This design comes from an exercise in tuning for small area and a short achievable clock period on the open sky130 flow, not from production work. Where RTL was checked, it was by simulation tests only, not by an equivalence proof against the original. Power is estimated from default activity; no workload was simulated.

Design heap, start of the top module:
module heap
#(
	parameter DATA_WIDTH = 32,
	parameter KEY_WIDTH = 16,
	parameter NLEVELS = 5
	)
(
	input clk,
	input rstn,
	input [DATA_WIDTH-1:0] din,
	input en,
	input init,
	input flush,
	output reg [DATA_WIDTH-1:0] dout,
	output reg valid
    );
localparam W = 31;
reg         op0;         
reg [W-1:0] x0;          
reg         init_r;
reg         live;        
reg [5:0]   fcnt;        
reg         fwait;       
wire fop = (fcnt != 6'd0) & ~fwait;
always @(posedge clk or negedge rstn) begin
	if (!rstn) begin
		op0 <= 1'b0;
		init_r <= 1'b0;
		live <= 1'b0;
		fcnt <= 6'd0;
		fwait <= 1'b0;
	end
	else begin
		op0 <= en | fop;
		init_r <= init;
		if (init)
			live <= 1'b1;
		if (flush) begin
			fcnt <= 6'd63;
			fwait <= 1'b0;
		end
		else if (fcnt != 6'd0) begin
			fwait <= ~fwait;
			if (fop)
				fcnt <= fcnt - 6'd1;
		end
	end
end
always @(posedge clk) begin
	x0[W-1:17] <= din[29:16];
	x0[16:0]   <= fop ? 17'd0 : {din[15], ~din[15], din[14:0]};
end
wire [W*1-1:0]  l0;
wire [W*2-1:0]  l1;
wire [W*4-1:0]  l2;
wire [W*8-1:0]  l3;
wire [W*16-1:0] l4;
wire [W*32-1:0] l5;
wire         we0, we1, we2;
wire [W-1:0] wd0, wd1, wd2;
reg          a1, a2, a3, a4, a5;
reg  [0:0]   p1;
reg  [1:0]   p2;
reg  [2:0]   p3;
reg  [3:0]   p4;
reg  [4:0]   p5;
reg  [W-1:0] x1, x2, x3, x4, x5;
reg          pv3, pv4;
reg  [2:0]   pa3;
reg  [3:0]   pa4;
reg  [W-1:0] pd3, pd4;
data_store #(.K(0)) U_L0 (.clk(clk), .clr(init_r), .we(we0), .wa(1'b0), .wd(wd0), .q(l0));
data_store #(.K(1)) U_L1 (.clk(clk), .clr(init_r), .we(we1), .wa(p1),   .wd(wd1), .q(l1));
  ...
For scale: roughly 6300 cells after synthesis, ~70 I/O pins, about 100000 µm² of cells after synthesis.
clock: 8.0 ns
lec_check: 0
cap_margin: 20
core_margin: 2
core_utilization: 40
setup_slack_margin: 4.5
slew_margin: 20
run.sh (not shown) runs the stock make flow with config.mk's settings and CLKGATE_MAP_FILE= SYNTH_SCRIPT=/design/flow/synth_recipe.tcl, a recipe that flattens the netlist after the stock synthesis.
The baseline finished with timing, DRC and antenna clean.
Change:
SETUP_SLACK_MARGIN = 3.5   (was 4.5)
After rerunning: Power is lower by 8.2%. Synthesized cell count does not change. Setup slack got worse by 510 ps. Global-route usage is lower by 0.47 points.
Function was not checked in any run of this note: the RTL went through the layout flow alone.

========
## run 1
heap, a different RTL version from the one above (not shown whole).
Size in the first run: roughly 6200 cells after synthesis, about 2600 flip-flops, ~70 I/O pins, ~100000 um2 of cells after synthesis.
// heap
module heap
#(
	parameter DATA_WIDTH = 32,
	parameter KEY_WIDTH = 16,
	parameter NLEVELS = 5
	)
(
	input clk,
	input rstn,
	input [DATA_WIDTH-1:0] din,
	input en,
	input init,
	input flush,
	output reg [DATA_WIDTH-1:0] dout,
	output reg valid
    );
clock: 8.0 ns
lec_check: 0
cap_margin: 20
core_margin: 2
core_utilization: 60
setup_slack_margin: 4.5
slew_margin: 20
Looking at the reports, run 1 completed the entire flow and the layout it produced met the timing, DRC and antenna checks.
The inputs of run 2 differ from those of run 1 as listed below.
Settings: SETUP_SLACK_MARGIN now 3.5, was 4.5; CORE_UTILIZATION now 40, was 60.
==> comparison <==
- Compared with run 1, run 2 is more frugal on power.
- Run 2 vs run 1 — pre-CTS setup slack dropped 15 ps.
- Taking run 1 as the reference, in run 2 shortest clock period the worst path allows after layout climbed 630 ps, number of diodes dropped 2, fraction of power consumed by the clock network climbed 3.9 points, utilization dropped 26 points.
- Note that the timing-limited maximum frequency recorded for run 1 amounts to 1.17 times the value seen in run 2.
- Run 1 vs run 2, heaviest power group: combinational logic vs registers
- From run 1 to run 2 the numbers moved as follows: critical path depth decreased 1; sequential cell area in the final layout essentially unchanged; data arrival time of the critical path increased 800 ps.

-- re-timing with driven ports --
How much do the figures lean on ideal ports? The routed layouts below were timed once more, with nothing changed but the port constraints. Step 1 sets driving cells, clkbuf_16 on the clock port and buf_2 on the other inputs (assumed; they add their load-dependent delay and slew). Step 2 also shifts input and output timing later by t, the mid clock arrival at the registers, as if the neighbouring blocks saw the same clock. a / b / c = ideal / step 1 / step 2; a / b = the first two.
run | shift t [ns] | setup WS [ns] | hold WS [ns] | slew at the worst register clock pin (ns)
the first run of note 1 | 1.020 | 4.031 / 4.031 / 4.031 | 0.345 / 0.345 / 0.345 | 0.07 / 0.07
the second run of note 1 | 1.014 | 3.523 / 3.523 / 3.523 | 0.345 / 0.345 / 0.345 | 0.07 / 0.07
run 1 | 1.008 | 4.200 / 4.200 / 4.200 | 0.353 / 0.353 / 0.353 | 0.07 / 0.07
run 2 | 0.994 | 3.568 / 3.568 / 3.568 | 0.346 / 0.346 / 0.346 | 0.07 / 0.07
After both steps every run listed still meets setup and hold.
